From an optimization exercise on the open Yosys and OpenROAD flow, aimed at small area and a short achievable clock period; shortcuts taken in it are not production practice.
Only simulation tests tie the RTL to the original design; equivalence was not proved.
Power and IR drop assume default switching activity.

==> flow/design.v, too long to show whole: its modules and the start of the top module <==
// module fa: 4 lines
// module han: 4 lines
// module hap: 4 lines
// module ginv: 1 lines
// module gnand2: 1 lines
// module gnor2: 1 lines
// module gand2: 1 lines
// module gor2: 1 lines
// module gxor2: 1 lines
// module gxnor2: 1 lines
// module gaoi21: 1 lines
// module goai21: 1 lines
// module circuit: 2291 lines
module circuit (
  output [47:0] p,
  input  [17:0] a, b, d,
  input  [47:0] c,
  input  clk, rstn);
  // ...
==> flow/flow/run.sh <==
#!/bin/bash
# Standard layout, with the port buffers made of buf_2 cells instead of the default delay buffer.
set -euo pipefail
export BUFFER_PORTS_ARGS="-buffer_cell sky130_fd_sc_hd__buf_2"
bash standard.sh > standard.log 2>&1
==> flow/standard.sh <==
#!/bin/bash
# synth_recipe.tcl (not shown) runs the flow's synth.tcl, then flattens the netlist and writes it again
# the make line also repeats each setting of config.mk as NAME=value (left out here)
make -C /OpenROAD-flow-scripts/flow DESIGN_CONFIG=/design/flow/config.mk WORK_HOME=/design/flow/orfs CLKGATE_MAP_FILE= SYNTH_SCRIPT=/design/flow/synth_recipe.tcl "${@:-finish}"
==> flow/config.mk <==
export PLATFORM = sky130hd
export DESIGN_NAME = circuit
export DESIGN_NICKNAME = circuit
export VERILOG_FILES = /design/flow/design.v
export SDC_FILE = /design/flow/constraint.sdc
export NUM_CORES = 4
export LEC_CHECK = 0
export CAP_MARGIN = 20
export CORE_MARGIN = 2
export CORE_UTILIZATION = 70
export CTS_CLUSTER_DIAMETER = 80
export CTS_CLUSTER_SIZE = 25
export SETUP_SLACK_MARGIN = 4.6
export SLEW_MARGIN = 20
export SYNTH_HIERARCHICAL = 1
==> flow/constraint.sdc <==
create_clock -name core_clock -period 7.0 [get_ports {clk}]
set_input_delay 1.4000 -clock core_clock [delete_from_list [all_inputs] [get_ports {clk}]]
set_output_delay 1.4000 -clock core_clock [all_outputs]
set_load 0.01 [all_outputs]
==> metrics.log, run 1 <==
[metrics] crit path cell chain: buf_2
[metrics] sequential fraction of the synthesis area: 39.3%
[metrics] number of enable flip-flop cells after synthesis: 0
[metrics] Die Wd: 166 um
[metrics] drt drc: 0
[metrics] Pwr Density: 461 nW/um^2
[metrics] largest family of logic cells by synthesized area: adder cells
[metrics] CP peak stage delay: roughly 0.32 ns
[metrics] Resize count post-CTS: between 60 and 70
[metrics] Final Slew Violations: 0
[metrics] most frequent cell after synthesis: sky130_fd_sc_hd__nand2_1
[metrics] crit share post-route: 33.9%
[metrics] instance area at placement: 19300 um^2
[metrics] highest routing layer actually used: met4
[metrics] Comb power frac: between 50 and 60%
[metrics] average footprint of a synthesized cell: 11.3 um^2
[metrics] Core Area: 26000 um^2
[metrics] shortest period the worst path allows: 2.37 ns
[metrics] pin count of the biggest net entering global routing: 43
[metrics] clock buffers created by TritonCTS: 18
[metrics] Non-clock buffers, area share: under 10%
[metrics] number of clock sinks seen by CTS: 362
[metrics] final hold vios: 0
[metrics] clock latency on the worst-skew pair: 0.54 ns
[metrics] outcome: finished clean
[metrics] Starting DRT DRC Count: 1040
[metrics] fraction of area in multi-input gates: 52.8%
[metrics] count of pins on the block boundary: 152
[metrics] average wire per cell in the routed design: 19.5 um
[metrics] final-report setup violation count: 0
[metrics] GR Util met1: 40.2%
[metrics] Layout Nets: roughly 2200
[metrics] most common cell after layout, fill and taps aside: sky130_fd_sc_hd__nand2_1
[metrics] Compound-Gate Fraction of Synth Area: 4.79%
[metrics] worst clock skew: 0.0254 ns
[metrics] post-synthesis instance area: 18400 um^2
[metrics] number of non-clock inverters: between 60 and 70
[metrics] CP required: 5.60 ns
[metrics] type of element launching the critical path: flop
[metrics] share of the core filled with cells: 77.5%
==> run 2, diff against run 1 <==
--- a/flow/config.mk
+++ b/flow/config.mk
@@ -9,3 +9,3 @@
 export CORE_MARGIN = 2
-export CORE_UTILIZATION = 70
+export CORE_UTILIZATION = 65
 export CTS_CLUSTER_DIAMETER = 80
==> run 2 against run 1 <==
Effect of this change:
- worst hold slack better by 0.0023 ns
- first-iteration DRC count down 32%
- die area up 7.5%
- sequential share of layout area down 0.14 points
- critical path depth unchanged
- setup slack better by 0.0011 ns
- maximum frequency about the same
- power down 0.56%
- area after synthesis unchanged
- largest cell class unchanged
- cell area up 0.65%
- critical endpoint is now p[28]
- via count down 1.8%
==> metrics.log, run 2 <==
[metrics] WP buf/inv: 1
[metrics] via count: 11500
[metrics] Yosys warning total: 7
[metrics] most frequent cell after synthesis: sky130_fd_sc_hd__nand2_1
[metrics] distinct cell type count of the synthesized netlist: 20
[metrics] sequential fraction of the synthesis area: 39.3% (unchanged)
[metrics] average wire per cell in the routed design: 18.8 um (-3.2%)
[metrics] leakage component of the power: 8.20 nW
[metrics] largest voltage drop on the vdd net: 0.230 mV
[metrics] upper clock frequency limit: 422 MHz
[metrics] overall power of the completed layout: around 0.0092 W
[metrics] top cells by area, synth: sky130_fd_sc_hd__dfxtp_1 39%, sky130_fd_sc_hd__fa_1 33%, sky130_fd_sc_hd__nand2_1 8.5%
[metrics] clock buffers created by TritonCTS: 19 (+1)
[metrics] flip-flop cell with the highest count after synthesis: sky130_fd_sc_hd__dfxtp_1
[metrics] count of cells along the worst register-to-register path: 4
[metrics] pin count of the biggest net entering global routing: 43 (unchanged)
[metrics] r2r setup slk: 4.67 ns
[metrics] worst clock skew: 0.0209 ns (-0.00450 ns)
[metrics] Design Area, Final: 20300 um^2
[metrics] worst setup path startpoint: p_r[28]
[metrics] Final Slew Violations: 0 (unchanged)
[metrics] number of flip-flops in the largest register: between 40 and 50
[metrics] design internal power: 0.00552 W
[metrics] vias in the first global route: 12400
[metrics] post-synthesis instance area: 18400 um^2 (unchanged)
[metrics] share of cells above drive strength 1: around a fifth
[metrics] Clock Pin Slew Worst Setup and Hold Paths: 0.09 ns
[metrics] Post-Synth Simple-Gate Area: 12.2%
[metrics] Antenna Nets Post-Route: 0
[metrics] final setup TNS: 0 ns
[metrics] Worst Setup Slack post-DPL: roughly 4.2 ns
[metrics] proportion of netlist area held by the largest area contributor: 39.3%
[metrics] antenna cells: 0
[metrics] starting utilization of the core area: 66.2%
[metrics] Slew @ Worst Pin: 0.567 ns
[metrics] Starting DRT DRC Count: 709 (-32%)
[metrics] most common cell after layout, fill and taps aside: sky130_fd_sc_hd__nand2_1
[metrics] adder-cell share of the synthesized area: 35.3%
[metrics] number of antenna violations at the first check in global routing: 0
[metrics] class of the tightest hold or removal check: flop to flop
[metrics] largest family of logic cells by synthesized area: adder cells
[metrics] RePlAce Congestion: roughly 0.86
[metrics] Yosys top cell by area: sky130_fd_sc_hd__dfxtp_1
[metrics] type of element launching the critical path: flop
[metrics] final-report setup violation count: 0 (unchanged)
[metrics] overall die height: 172 um
[metrics] crit share post-route: 33.9% (about the same)
[metrics] reg-to-reg critical path endpoint: t_r_22_5
[metrics] termination of the worst setup path: p[28]
[metrics] Comb power frac: 49.2% (-1.4 points)
[metrics] Core Area: 27900 um^2 (+7.2%)
[metrics] clock latency on the worst-skew pair: 0.53 ns (about the same)
[metrics] global-route total usage across every layer: 28.4%
[metrics] Largest delay share family, worst path: flip-flops
[metrics] kind of capture point of the worst setup path: primary output
[metrics] wire length of the first global-routing pass: 63700 um
[metrics] register with the most flip-flops: p_r
[metrics] highest-count cells in the layout ignoring fill and taps: 416 x sky130_fd_sc_hd__nand2_1, 308 x sky130_fd_sc_hd__fa_1, 291 x sky130_fd_sc_hd__dfxtp_1
[metrics] drt drc: 0 (unchanged)
[metrics] crit path cell chain: buf_2
[metrics] worst-path maximum fanout: 1
[metrics] switching portion of total power: 40.2%
[metrics] number of enable flip-flop cells after synthesis: 0 (unchanged)
[metrics] registers with the most flip-flops: p_r x48, cn_r x37, s_r x19
[metrics] root buffer cell: sky130_fd_sc_hd__clkbuf_16
[metrics] number of register bits inferred by synthesis: 362
[metrics] count of pins on the block boundary: 152 (unchanged)
[metrics] PortBufs: 151
[metrics] std cell rows: 61
[metrics] full die area: 29700 um^2
[metrics] register share of total power: 37.7%
[metrics] setup repair after global routing missed its margin: true
[metrics] post-detailed-placement half-perimeter wirelength: 29200 um
[metrics] average footprint of a synthesized cell: 11.3 um^2 (unchanged)
[metrics] min setup slack post-route: about 4.6 ns
[metrics] instance area at placement: 19300 um^2 (+0.28%)
[metrics] Compound-Gate Fraction of Synth Area: 4.79% (unchanged)
[metrics] Reg-to-Reg Start: s_r[16]
[metrics] XOR/XNOR Fraction of Synth Area: 4.89%
[metrics] clock tree from TritonCTS: done
[metrics] shortest period the worst path allows: 2.37 ns (-0.00106 ns)
[metrics] global-route congestion overflow total: 0
[metrics] CP required: 5.60 ns (about the same)
[metrics] Die Wd: 172 um (+3.7%)
[metrics] H-Tree Level Count: 1
[metrics] vias per cell: 5.45
[metrics] outcome: finished clean
[metrics] area delta synth->final: 9.88%
[metrics] max_cap viols: 0
[metrics] CP peak stage delay: 0.32 ns (about the same)
[metrics] Pwr Density: 456 nW/um^2 (-1.2%)
[metrics] Post-CTS Repair Setup Buffers: 0
[metrics] number of clock sinks seen by CTS: 362 (unchanged)
[metrics] switching power: 0.00372 W
[metrics] remaining max-slew budget at the tightest pin: 62.2%
[metrics] Layout Nets: 2166 (-0.32%)
[metrics] length of the first detailed-routing pass in iterations: 5
[metrics] critical path data arrival time: roughly 0.97 ns
[metrics] Clk pwr share: a little over an eighth
[metrics] most used standard cells in the synthesized netlist: 417 x sky130_fd_sc_hd__nand2_1, 362 x sky130_fd_sc_hd__dfxtp_1, 308 x sky130_fd_sc_hd__fa_1
[metrics] Mapped Cells: 1628
[metrics] depth of the critical timing path with buffers and inverters included: 1
[metrics] mux cell area share after synthesis: 0%
[metrics] Routed WL: just under 40000 um
[metrics] category of the critical setup timing path: flop to primary output
[metrics] final hold vios: 0 (unchanged)
[metrics] fraction of registers with async set or reset after synthesis: 0%
[metrics] maximum clock path buffer count: 3
[metrics] critical-path cell with the highest stage delay: sky130_fd_sc_hd__dfxtp_2
==> run 2: cell counts after synthesis <==
Identical to the previous run, type by type.
==> run 2: cell type report <==
cell class / instances / area, um^2
Clock buffer: 20 / 489
Clock inverter: 5 / 71.3
Fill cell: 1996 / 7590
Inverter: 61 / 229
Multi-Input combinational cell: 1130 / 10600
Sequential cell: 362 / 7430
Tap cell: 378 / 473
Timing Repair Buffer: 152 / 941
==> run 2: metal layers <==
metal	part of all wire (%)	GRT usage (%)	routed length [um]	vias up
li1	-	-	-	5173
met2	45	44.8	18100	613
met3	11	8.74	4380	107
met4	3.3	10.0	1300	2
met1	40	37.4	15900	5592
met5	0.13	1.39	51	-
==> run 2: worst min-delay path by stage <==
stage | startpoint | end | slack [ns] | cells past startpoint
2_1_floorplan | ch_r[0] | ch_r1[0] | 0.31 | 0
3_3_place_gp | ch_r1[3] | ch_r2[3] | 0.31 | 0
3_5_place_dp | ch_r[8] | ch_r1[8] | 0.31 | 0
4_1_cts | ch_r[10] | ch_r1[10] | 0.33 | 0
5_1_grt | ch_r[4] | ch_r1[4] | 0.34 | 0
6_report | ch_r[10] | ch_r1[10] | 0.33 | 0
==> run 2: power by group through the flow <==
| stage | registers, W | logic [W] | clock network [W] |
|---|---|---|---|
| after CTS | 0.00347 | 0.00456 | 0.00124 |
| after global routing | 0.00355 | 0.00533 | 0.00130 |
| final | 0.00348 | 0.00454 | 0.00121 |
| after detailed placement | 0.00350 | 0.00453 | 0 |
| after global placement | 0.00349 | 0.00432 | 0 |
| after floorplan | 0.00320 | 0.00334 | 0 |
==> run 2: metrics by stage <==
step / hold slack [ns] / util, % / instances
floorplan: 0.310 / - / 1635
global placement: 0.310 / 69.4 / 2083
detailed placement: 0.312 / 69.4 / 2083
CTS: 0.333 / 71.8 / 2108
global route: 0.336 / 72.8 / 2108
finish: 0.330 / 72.8 / 2108
==> run 2: cells by family after synthesis <==
family | count (synthesis)
XOR/XNOR | 103
AO/OA/AOI/OAI | 127
adder cells (fa/ha/maj) | 336
AND/OR/NAND/NOR | 556
buffers and inverters | 143
other | 1
flip-flops | 362
==> run 2: per-module statistics from Yosys (local to each module, per instance), a selection <==
module | times used | cells inside
gaoi21 | 66 | 1
gor2 | 15 | 1
gxor2 | 60 | 1
ginv | 21 | 1
fa | 308 | 1
goai21 | 61 | 1
==> run 2: repair_timing <==
action	CTS	global route
setup endpoints to repair	107	90
gates resized for setup	62	77
hold buffers	0	0

[re-timing with driven ports]
How much do the figures lean on ideal ports? The routed layouts below were timed once more, with nothing changed but the port constraints.
Step 1 assumes that a clkbuf_16 drives the clock port and a buf_2 every other input.
Step 2 moves the port delays by t, midway between the first and last clock arrival at a register: inputs arrive t later, outputs are due t later. That takes back most of the time a late clock gives input paths.
Three values: no drivers, after step 1, after step 2; two values: the first two.
run | shift t [ns] | slack for setup (ns) | worst hold slack (ns) | latest minus earliest clock arrival (ns)
run 1 | 0.576 | 4.628 / 4.578 / 4.236 | 0.328 / 0.328 / 0.328 | 0.028 / 0.029
run 2 | 0.572 | 4.629 / 4.575 / 4.258 | 0.330 / 0.330 / 0.330 | 0.021 / 0.021
After both steps every run listed still meets setup and hold. The setup slack of run 1, which loses most, moves by -0.050 ns with the drivers and by -0.392 ns with both steps.
